This is an optimization exercise on Yosys and OpenROAD, whose aim is small area, a short achievable clock period and few clock cycles, not a production implementation.
In this exercise RTL edits were held to simulation tests only and were not proved equivalent to the original.
In this run the design's own scripts or RTL, not TritonCTS, make the clock network.
The clock port is modelled as an ideal driver, which makes a skipped or thinned clock tree look cheaper than it is; a real chip needs a root buffer or a tree.

`config.mk`:
```
export PLATFORM = sky130hd
export DESIGN_NAME = lcm_top
export DESIGN_NICKNAME = lcm_top
export VERILOG_FILES = /design/flow/design.v
export SDC_FILE = /design/flow/constraint.sdc
export NUM_CORES = 8
export LEC_CHECK = 0
export ABC_AREA = 1
export CAP_MARGIN = 0
export CORE_MARGIN = 2
export CORE_UTILIZATION = 40
export GPL_TIMING_DRIVEN = 0
export SLEW_MARGIN = 0
```
`constraint.sdc`:
```
create_clock -name core_clock -period 820.0 [get_ports {clk}]
set_input_delay 164.0000 -clock core_clock [delete_from_list [all_inputs] [get_ports {clk}]]
set_output_delay 164.0000 -clock core_clock [all_outputs]
set_load 0.01 [all_outputs]
```
`design.v`:
```
module lcm
#(
    parameter DW = 8
)(
    input  logic[DW-1:0]      data_a   ,
    input  logic[DW-1:0]      data_b   ,
    output logic[DW*2-1:0]    lcm_o    ,
    output logic[DW-1:0]      gcd_o
);
    function automatic [7:0] odd_part(input [7:0] v);
        reg [7:0] t;
        begin
            t = v;
            if (t[3:0] == 4'd0) t = {4'd0, t[7:4]};
            if (t[1:0] == 2'd0) t = {2'd0, t[7:2]};
            if (t[0]   == 1'b0) t = {1'd0, t[7:1]};
            odd_part = t;
        end
    endfunction
    function automatic [15:0] stage(input [7:0] x, input [7:0] y,
                                    input integer w, input integer wxo);
        reg [7:0] d, u, m, yo;
        reg       s, bw;
        integer   i;
        begin
            bw = 1'b0;
            d  = 8'd0;
            for (i = 0; i < w; i = i + 1) begin
                d[i] = x[i] ^ y[i] ^ bw;
                bw   = (~x[i] & y[i]) | (~(x[i] ^ y[i]) & bw);
            end
            s = bw;                        
            m = 8'd0;
            for (i = 0; i < wxo; i = i + 1)
                m[i] = s ? x[i] : y[i];
            u = d ^ {8{s}};
            for (i = w; i < 8; i = i + 1) u[i] = 1'b0;
            if (w > 4 && d[3:0] == 4'd0) begin u = u >> 4; d = d >> 4; end
            if (w > 2 && d[1:0] == 2'd0) begin u = u >> 2; d = d >> 2; end
            if (d[0] == 1'b0)            begin u = u >> 1; end
            yo = y;
            for (i = 0; i < w; i = i + 1) yo[i] = u[i];
            yo[0] = u[0] | s;
            stage = {m, yo};
        end
    endfunction
    function automatic [2:0] gtab(input [3:0] xh, input [3:0] yh);
        begin
            gtab[0] = (yh[0] & ~yh[1] & ~yh[2] & ~yh[3] & ~xh[0] & ~xh[1] & xh[2] & ~xh[3])
                     | (yh[0] & ~xh[0] & xh[1] & xh[3])
                     | (~yh[0] & yh[1] & yh[3] & xh[0])
                     | (yh[0] & yh[1] & yh[2] & ~xh[0] & ~xh[1] & xh[2])
                     | (yh[1] & yh[3] & xh[2])
                     | (yh[0] & ~yh[1] & ~yh[2] & ~yh[3] & xh[0] & ~xh[1] & ~xh[2] & ~xh[3])
                     | (yh[0] & ~yh[1] & ~yh[2] & xh[0] & xh[1] & xh[2])
                     | (yh[0] & yh[1] & ~yh[2] & ~yh[3] & xh[0] & xh[1] & ~xh[2])
                     | (~yh[0] & ~yh[1] & yh[2] & ~yh[3] & xh[0] & ~xh[1] & ~xh[2] & ~xh[3])
                     | (~yh[0] & ~yh[1] & yh[2] & xh[0] & xh[1] & xh[2])
                     | (yh[0] & yh[2] & yh[3] & xh[0])
                     | (yh[0] & yh[1] & yh[2] & xh[0] & xh[1] & xh[2])
                     | (yh[0] & ~yh[1] & yh[2] & xh[0] & ~xh[1] & xh[2])
                     | (yh[0] & yh[1] & yh[2] & xh[0] & ~xh[1] & ~xh[2]);
            gtab[1] = (~yh[0] & yh[1] & ~yh[2] & ~yh[3] & ~xh[0] & xh[1] & ~xh[2] & ~xh[3])
                     | (yh[0] & yh[1] & xh[1] & xh[3])
                     | (~yh[0] & yh[1] & yh[2] & ~xh[0] & xh[1] & xh[2])
                     | (yh[0] & yh[1] & yh[2] & ~xh[0] & xh[1] & ~xh[2])
                     | (yh[2] & yh[3] & xh[1])
                     | (~yh[0] & yh[1] & ~yh[2] & xh[0] & xh[1] & xh[2])
                     | (~yh[0] & yh[1] & yh[3] & xh[0] & xh[1])
                     | (yh[0] & yh[1] & ~yh[2] & ~yh[3] & xh[0] & xh[1] & ~xh[2])
                     | (yh[0] & yh[1] & yh[2] & xh[0] & xh[1] & xh[2]);
            gtab[2] = (~yh[0] & ~yh[1] & yh[2] & ~xh[0] & ~xh[1] & xh[2])
                     | (yh[0] & ~yh[1] & yh[2] & xh[0] & ~xh[1] & xh[2])
                     | (~yh[0] & yh[1] & yh[2] & ~xh[0] & xh[1] & xh[2])
                     | (yh[0] & yh[1] & yh[2] & xh[0] & xh[1] & xh[2]);
        end
    endfunction
    function automatic [15:0] mul8(input [7:0] a, input [7:0] b);
        reg [15:0] acc;
        reg [7:0]  pp;
        reg        c, t;
        integer    i, j;
        begin
            acc = {8'd0, a & {8{b[0]}}};
            for (i = 1; i < 8; i = i + 1) begin
                pp = a & {8{b[i]}};
                c  = 1'b0;
                for (j = 0; j < 8; j = j + 1) begin
                    t        = acc[i+j] ^ pp[j] ^ c;
                    c        = (acc[i+j] & pp[j]) | (acc[i+j] & c) | (pp[j] & c);
                    acc[i+j] = t;
                end
                acc[i+8] = c;
            end
            mul8 = acc;
        end
    endfunction
    logic [7:0]  x, y, o, s, bs, r, q;
    logic [2:0]  k;
    logic        bw, qi, oi, rj;
    logic [15:0] st;
    always_comb begin
        x = odd_part(data_a);
        y = odd_part(data_b);
        st = stage(x, y, 8, 8); x = st[15:8]; y = st[7:0];
        st = stage(x, y, 8, 7); x = st[15:8]; y = st[7:0];
        st = stage(x, y, 7, 6); x = st[15:8]; y = st[7:0];
        st = stage(x, y, 6, 5); x = st[15:8]; y = st[7:0];
        if (~x[0])      o = y;
        else if (~y[0]) o = x;
        else            o = {4'd0, gtab(x[4:1], y[4:1]), 1'b1};
        s    = data_a | data_b;
        k[2] = (s[3:0] == 4'd0);
        if (k[2]) s = {4'd0, s[7:4]};
        k[1] = (s[1:0] == 2'd0);
        if (k[1]) s = {2'd0, s[7:2]};
        k[0] = (s[0] == 1'b0);
        gcd_o = o;
        if (k[0]) gcd_o = {gcd_o[6:0], 1'd0};
        if (k[1]) gcd_o = {gcd_o[5:0], 2'd0};
        if (k[2]) gcd_o = {gcd_o[3:0], 4'd0};
        bs = data_b;
        if (k[0]) bs = {1'd0, bs[7:1]};
        if (k[1]) bs = {2'd0, bs[7:2]};
        if (k[2]) bs = {4'd0, bs[7:4]};
        r = bs;
        for (int i = 0; i < 8; i++) begin
            qi   = r[i];
            q[i] = qi;
            bw   = 1'b0;
            for (int j = i + 1; j < 8; j++) begin
                oi   = o[j-i] & qi;
                rj   = r[j];
                r[j] = rj ^ oi ^ bw;
                bw   = (~rj & oi) | (~(rj ^ oi) & bw);
            end
        end
        lcm_o = mul8(data_a, q);
    end
endmodule
module lcm_top
#(
    parameter DW = 8
)(
    input  logic              clk      ,
    input  logic              rst_n    ,
    input  logic              start    ,
    input  logic[DW-1:0]      data_a   ,
    input  logic[DW-1:0]      data_b   ,
    output logic              done     ,
    output logic[DW*2-1:0]    lcm_o    ,
    output logic[DW-1:0]      gcd_o
);
    logic           busy  ;
    logic[DW*2-1:0] lcm_c ;
    logic[DW-1:0]   gcd_c ;
    logic[DW*3-1:0] r     ;
    lcm #(.DW(DW)) U_LCM (
        .data_a (r[DW-1:0]     ),
        .data_b (r[DW*2-1:DW]  ),
        .lcm_o  (lcm_c         ),
        .gcd_o  (gcd_c         )
    );
    always_ff @(posedge clk, negedge rst_n) begin
        if (!rst_n) done <= 1'b0 ;
        else        done <= busy ;
    end
    always_ff @(posedge clk) begin
        busy <= start ;
    end
    always_ff @(posedge clk) begin
        if (busy) r[DW*2-1:0] <= {lcm_c[DW-1:0], gcd_c} ;
        else      r[DW*2-1:0] <= {data_b, data_a} ;
        r[DW*3-1:DW*2] <= lcm_c[DW*2-1:DW] ;
    end
    assign gcd_o = r[DW-1:0] ;
    assign lcm_o = r[DW*3-1:DW] ;
endmodule
```
`flow/run.sh`:
```
#!/bin/bash
# Own layout flow: the standard ORFS flow (standard.sh), with these
# changes to how the layout is made:
#  - the ABC script that maps the combinational logic to cells in the
#    standard synthesis is an area-oriented one (flow/abc_area.script)
#    instead of ORFS's, which sizes cells up for speed the design does not
#    need;
#  - the port buffers are the smallest buffer, sky130_fd_sc_hd__buf_1;
set -euo pipefail
W=$PWD
LIB=$FLOW_HOME/platforms/sky130hd/lib/sky130_fd_sc_hd__tt_025C_1v80.lib
RES=$W/orfs/results/sky130hd/lcm_top/base
rm -rf "$W/scripts_own"
mkdir -p "$W/scripts_own"
cp -r "$FLOW_HOME/scripts/." "$W/scripts_own/"
cp "$W/flow/abc_area.script" "$W/scripts_own/abc_area.script"
sed -i "s|^log_cmd clock_tree_synthesis .*|source $W/flow/cts_two.tcl|" "$W/scripts_own/cts.tcl"
grep -q "cts_two.tcl" "$W/scripts_own/cts.tcl"
export SCRIPTS_DIR="$W/scripts_own"
export BUFFER_PORTS_ARGS="-buffer_cell sky130_fd_sc_hd__buf_1"

bash "$W/standard.sh" synth > "$W/log_synth.log" 2>&1
cp "$RES/1_2_yosys.v" "$W/netlist_standard_synth.v"

DU=$(sed -n '/DONT_USE_CELLS/,/^$/p' "$FLOW_HOME/platforms/sky130hd/config.mk" | grep -o 'sky130_fd_sc_hd__[a-z0-9_]*' | sed 's/^/-dont_use /' | tr '\n' ' ')
remap() {   # input netlist, tag, seed
  local in=$1 t=$2 s=$3 d="$W/remap_$2"
  mkdir -p "$d"
  sed -e "s|@SEED@|$s|" "$W/flow/abc_remap.script" > "$d/abc.script"
  sed -e "s|@LIB@|$LIB|g; s|@IN@|$in|; s|@OUT@|$d/netlist.v|; s|@TOP@|$FLOW_TOP|; s|@SCRIPT@|$d/abc.script|; s|@DONTUSE@|$DU|" \
    "$W/flow/remap.ys" > "$d/remap.ys"
  yosys -s "$d/remap.ys" > "$W/log_remap_$t.log" 2>&1 || return 0
  grep -i "chip area" "$W/log_remap_$t.log" | tail -1 | awk '{print $NF}' > "$d/area"
  # exhaustive check (cells read as their liberty functions)
  yosys -p "read_liberty -ignore_miss_func $LIB; read_verilog $d/netlist.v; hierarchy -top $FLOW_TOP; flatten; opt_clean; write_verilog -noattr $d/net.v" > "$W/log_check_yosys_$t.log" 2>&1 \
  && (cd "$d" && verilator --binary --timing -Wno-fatal -Wno-lint -Wno-style --top-module exh_top -o sim "$W/flow/check_tb.sv" net.v > "$W/log_check_build_$t.log" 2>&1) \
  && "$d/obj_dir/sim" > "$W/log_check_sim_$t.log" 2>&1 || true
  if grep -q "EXHTOP errors=0" "$W/log_check_sim_$t.log" 2>/dev/null; then touch "$d/ok"; fi
}
pick() {    # tags...: prints the tag of the smallest netlist that passed
  local best=""
  for t in "$@"; do
    d="$W/remap_$t"
    [[ -f "$d/ok" && -f "$d/area" ]] || continue
    if [[ -z "$best" ]] || awk -v a="$(cat $d/area)" -v b="$(cat $W/remap_$best/area)" 'BEGIN{exit !(a<b)}'; then best=$t; fi
  done
  echo "$best"
}
ALL=""
for s in 0 1 2 3 4 5 6 7; do remap "$W/netlist_standard_synth.v" r0s$s $s & ALL="$ALL r0s$s"; done
wait
best=$(pick $ALL)
for r in 1 2 3; do
  [[ -n "$best" ]] || break
  R=""
  for s in 0 1 2 3 4 5 6 7; do remap "$W/remap_$best/netlist.v" r${r}s$s $s & R="$R r${r}s$s"; done
  wait
  ALL="$ALL $R"
  nb=$(pick $best $R)
  [[ "$nb" != "$best" ]] || break
  best=$nb
done
{
  for t in $ALL; do echo "$t: area $(cat $W/remap_$t/area 2>/dev/null) check $([[ -f $W/remap_$t/ok ]] && echo pass || echo fail)"; done
  if [[ -n "$best" ]]; then echo "using $best"; else echo "using the standard netlist"; fi
} > "$W/log_choice.log"
if [[ -n "$best" ]]; then
  cp "$W/remap_$best/netlist.v" "$RES/1_2_yosys.v"
  rm -f "$RES/1_synth.odb" "$RES/1_synth.sdc"
fi

bash "$W/standard.sh" finish > "$W/log_layout.log" 2>&1
```
`flow/abc_area.script`:
```
strash
dc2
dch -f
amap
topo
```
`flow/abc_remap.script`:
```
strash
&get -n
&deepsyn -J 100 -T 1800 -S @SEED@
&put
dch -f
amap
topo
```
`flow/check_tb.sv`:
```
module exh_top;
  logic clk=0, rst_n=0, start=0; logic [7:0] a,b; logic done; logic [15:0] l; logic [7:0] g;
  integer errs=0;
  lcm_top U(.clk(clk),.rst_n(rst_n),.start(start),.data_a(a),.data_b(b),.done(done),.lcm_o(l),.gcd_o(g));
  always #5 clk=~clk;
  function automatic logic [7:0] rg(input logic [7:0] a, input logic [7:0] b);
    logic [7:0] x,y,t; x=a;y=b; while(y!=0) begin t=x%y;x=y;y=t; end return x; endfunction
  initial begin
    repeat(2) @(negedge clk); rst_n=1; @(negedge clk);
    for (int i=0;i<65536;i++) begin
      a=i[7:0]; b=i[15:8]; start=1; @(negedge clk); start=0; a=$random; b=$random; @(negedge clk);
      if (!done || g!==rg(i[7:0],i[15:8]) || l!==((rg(i[7:0],i[15:8])==0)?16'd0:(16'(i[7:0]/rg(i[7:0],i[15:8]))*16'(i[15:8])))) begin errs++; if (errs<10) $display("ERR a=%0d b=%0d g=%0d l=%0d d=%b",i[7:0],i[15:8],g,l,done); end
    end
    $display("EXHTOP errors=%0d",errs); $finish;
  end
endmodule
```
`flow/cts_two.tcl`:
```
# Clock tree for this small design: the flip-flops are split into two
# halves by position and each half gets one clkbuf_8 at its centre, fed
# straight from the clock port (which then drives two cell pins).
# Sourced by cts.tcl in place of clock_tree_synthesis.
set block [ord::get_db_block]
set dbu [$block getDbUnitsPerMicron]
set ffs {}
foreach i [$block getInsts] {
  if { ![[$i getMaster] isSequential] } { continue }
  set b [$i getBBox]
  lappend ffs [list [expr { ([$b xMin] + [$b xMax]) / 2 }] [expr { ([$b yMin] + [$b yMax]) / 2 }] $i]
}
# split along the longer side of the flip-flops' bounding box
set xs [lmap f $ffs {lindex $f 0}]
set ys [lmap f $ffs {lindex $f 1}]
set wx [expr { [tcl::mathfunc::max {*}$xs] - [tcl::mathfunc::min {*}$xs] }]
set wy [expr { [tcl::mathfunc::max {*}$ys] - [tcl::mathfunc::min {*}$ys] }]
set k [expr { $wx >= $wy ? 0 : 1 }]
set ffs [lsort -integer -index $k $ffs]
set h [expr { [llength $ffs] / 2 }]
set groups [list [lrange $ffs 0 [expr { $h - 1 }]] [lrange $ffs $h end]]
set g 0
foreach grp $groups {
  set sx 0
  set sy 0
  set pins {}
  foreach f $grp {
    set sx [expr { $sx + [lindex $f 0] }]
    set sy [expr { $sy + [lindex $f 1] }]
    set inst [lindex $f 2]
    foreach it [$inst getITerms] {
      if { [[$it getMTerm] getSigType] == "CLOCK" || [[$it getMTerm] getName] == "CLK" } {
        lappend pins [get_pins -of_objects [get_cells [$inst getName]] -filter "name == [[$it getMTerm] getName]"]
      }
    }
  }
  set n [llength $grp]
  set cx [expr { double($sx) / $n / $dbu }]
  set cy [expr { double($sy) / $n / $dbu }]
  puts "clock buffer $g for $n flip-flops at ($cx, $cy)"
  log_cmd insert_buffer -buffer_cell sky130_fd_sc_hd__clkbuf_8 -net clk -load_pins $pins \
    -location [list $cx $cy] -buffer_name clkbuf_${g}_clk -net_name clknet_${g}_clk
  incr g
}
set_propagated_clock [all_clocks]
```
`flow/remap.ys`:
```
# Map all the combinational logic of a synthesised netlist again (the full
# and half adders included, so ABC sees the whole logic), keeping the
# flip-flops (instances, names and cell types) as they are.
read_liberty -ignore_miss_func @LIB@
blackbox sky130_fd_sc_hd__dfxtp_1 sky130_fd_sc_hd__dfxtp_2 sky130_fd_sc_hd__dfxtp_4 sky130_fd_sc_hd__dfrtp_1 sky130_fd_sc_hd__dfrtp_2 sky130_fd_sc_hd__dfrtp_4 sky130_fd_sc_hd__conb_1
read_verilog @IN@
hierarchy -top @TOP@
flatten
opt_clean
opt -fast
abc -script @SCRIPT@ -liberty @LIB@ @DONTUSE@
opt_clean -purge
stat -liberty @LIB@
write_verilog -noattr -noexpr @OUT@
```
`standard.sh`:
```
#!/bin/bash
# synth_recipe.tcl (not shown) runs the flow's synth.tcl, then flattens the netlist and writes it again
# the make line also repeats each setting of config.mk as NAME=value (left out here)
make -C /OpenROAD-flow-scripts/flow DESIGN_CONFIG=/design/flow/config.mk WORK_HOME=/design/flow/orfs CLKGATE_MAP_FILE= SYNTH_SCRIPT=/design/flow/synth_recipe.tcl "${@:-finish}"
```
==> reports/metrics.yaml <==
outcome:
  outcome: "complete, no violations"
setup_path:
  path_cells: "buf_1"
  required_ns: 656.00
  worstSetupEndpoint: "gcd_o[2]"
  ff2ff_setup_slack_ns: 794.74
  start_kind: "register"
  critPathKind: "register to output port"
  endpoint_kind: "output port"
  cp_num_cells: 1
  worstPathArrival_ns: 1.09
  crit_fanout: 13
  critPathMaxStageDelay_ns: 0.71
  startpoint: "r[2]"
  crit_family: "flip-flops"
  timing.rr.end: "r[22]"
  worstPathBufferInverterCount: 1
  r2r_cells: 126
  slowest_stage: "dfxtp_1"
  r2r-start: "r[1]"
sta:
  worst_pin_slew_ns: 1.15
  fmax_mhz: 6.06
  relSlewSlack: 0.227
  final.setup.tns_ns: 0
  finalClockSkew_ns: 0.0177
  fin_crit_sh: 0.201
  final_hold_viol_count: 0
  rsz0062_at_grt: "no"
  finalCriticalPeriod_ns: 165.09
  setup_viol: 0
  slew_viol_final: 0
cells_and_area:
  num_antenna_cells: 0
  final_area_um2: 5210
  final_cell_mix: "nor2_1, o21ai_0, a21oi_1"
  layout.nets: 979
  syn_to_final_growth_pct: 7.84
  drive_gt1_frac: 0.00313
  fill_cells: 1312
  layout_commonest_cell: "nor2_1"
  final_cell_count_no_fill: 1105
die:
  dieArea_um2: 13000
  dieWidth_um: 114
  core_area_um2: 11900
  die_h_um: 114
  io_pins: 44
  start_util: 0.406
  rows: 40
global_route:
  grt_max_degree: 21
  grt_overflow_total: 0
  grt_pass1_vias: 5616
  antenna_found_initial: 0
  grt_pass1_wl_um: 25700
  grt_use_total: 0.232
drt:
  drt-total-wl_um: 15100
  dr.pass1.iters: 6
  vias: 6386
  first_iter_violations: 476
  drc: 0
  wire_per_inst_um: 13.7
  detail-route-antenna-nets: 0
  vias_per_cell: 5.78
placed_design:
  dpl.cell_count: 1103
  dp_hpwl_um: 12200
  gp_congestion: 0.930
  port_buffers: 43
  placedInstanceArea_um2: 5180
logic_synthesis:
  yosysWarnings: 2
  syn_nets: 931
  avgSynthCellArea_um2: 5.30
  synth_area_um2: 4830
  syn_inst: 912
cts:
  clk_latency_ns: 0.16
  post_cts_buffers: 0
  cts_hold_buf: 0
  clkTransAtPathRegs_ns: 0.10
  cts_resized: 0
run:
  cap_violations: 0
worst_hold_path:
  hold_class: "register to register"
==> area by class of cell, clock buffers not listed <==
cell class              instances  area [um^2]  area share
repair buffers                 44          166      0.0319
well taps                     147          184      0.0353
flip-flops and latches         26          526       0.101
inverters                     102          383      0.0735
multi-input cells             784         3930       0.753
==> worst min-delay path by stage <==
stage | start | end | slack, ns | cells past startpoint
2_1_floorplan | busy | done | 0.55 | 0
3_3_place_gp | r[0] | r[8] | 0.78 | 1
3_5_place_dp | r[0] | r[8] | 0.76 | 1
4_1_cts | r[0] | r[8] | 0.78 | 1
5_1_grt | r[0] | r[8] | 0.83 | 1
6_report | r[0] | r[8] | 0.79 | 1
==> state kept, by name, indices dropped and copies added (netlist names) <==
| signal | flops |
|---|---|
| busy | 1 |
| done | 1 |
| r | 24 |
==> metal layers <==
metal / vias up / share of wire / routed length, um / track usage
met5: - / 0 / 0 / 0
met4: 0 / 0.022 / 337 / 0.0512
met3: 31 / 0.053 / 808 / 0.0197
met2: 172 / 0.44 / 6720 / 0.396
met1: 2742 / 0.48 / 7280 / 0.319
li1: 3441 / - / - / -
==> per-stage QoR <==
step | hold slack [ns] | setup WS [ns] | util
after detailed placement | 0.760 | 655.15 | 0.435
after global placement | 0.782 | 655.14 | 0.435
final | 0.793 | 654.91 | 0.438
after global routing | 0.827 | 654.90 | 0.438
after CTS | 0.781 | 654.95 | 0.438
after floorplan | 0.549 | 655.48 | -
Testbench counts, summed over its fixed seeds: cycles 6,408.

==> what the ideal ports hide <==
The results above use ideal ports. As a check the final layout listed here was re-extracted and re-timed, cells and wires unchanged.
Step 1 assumes that a clkbuf_16 drives the clock port and a buf_2 every other input.
Step 2 also shifts input and output timing later by t, the mid clock arrival at the registers, as if the neighbouring blocks saw the same clock.
Three values: ideal, step 1, step 2; two values: the first two.
t (ns): 0.198
slack for setup (ns): 654.909 / 654.863 / 655.061
worst register clock-pin slew, ns: 0.10 / 0.10
After both steps setup and hold are still met in this run. The setup slack of this run moves by -0.046 ns with the drivers and by +0.152 ns with both steps.
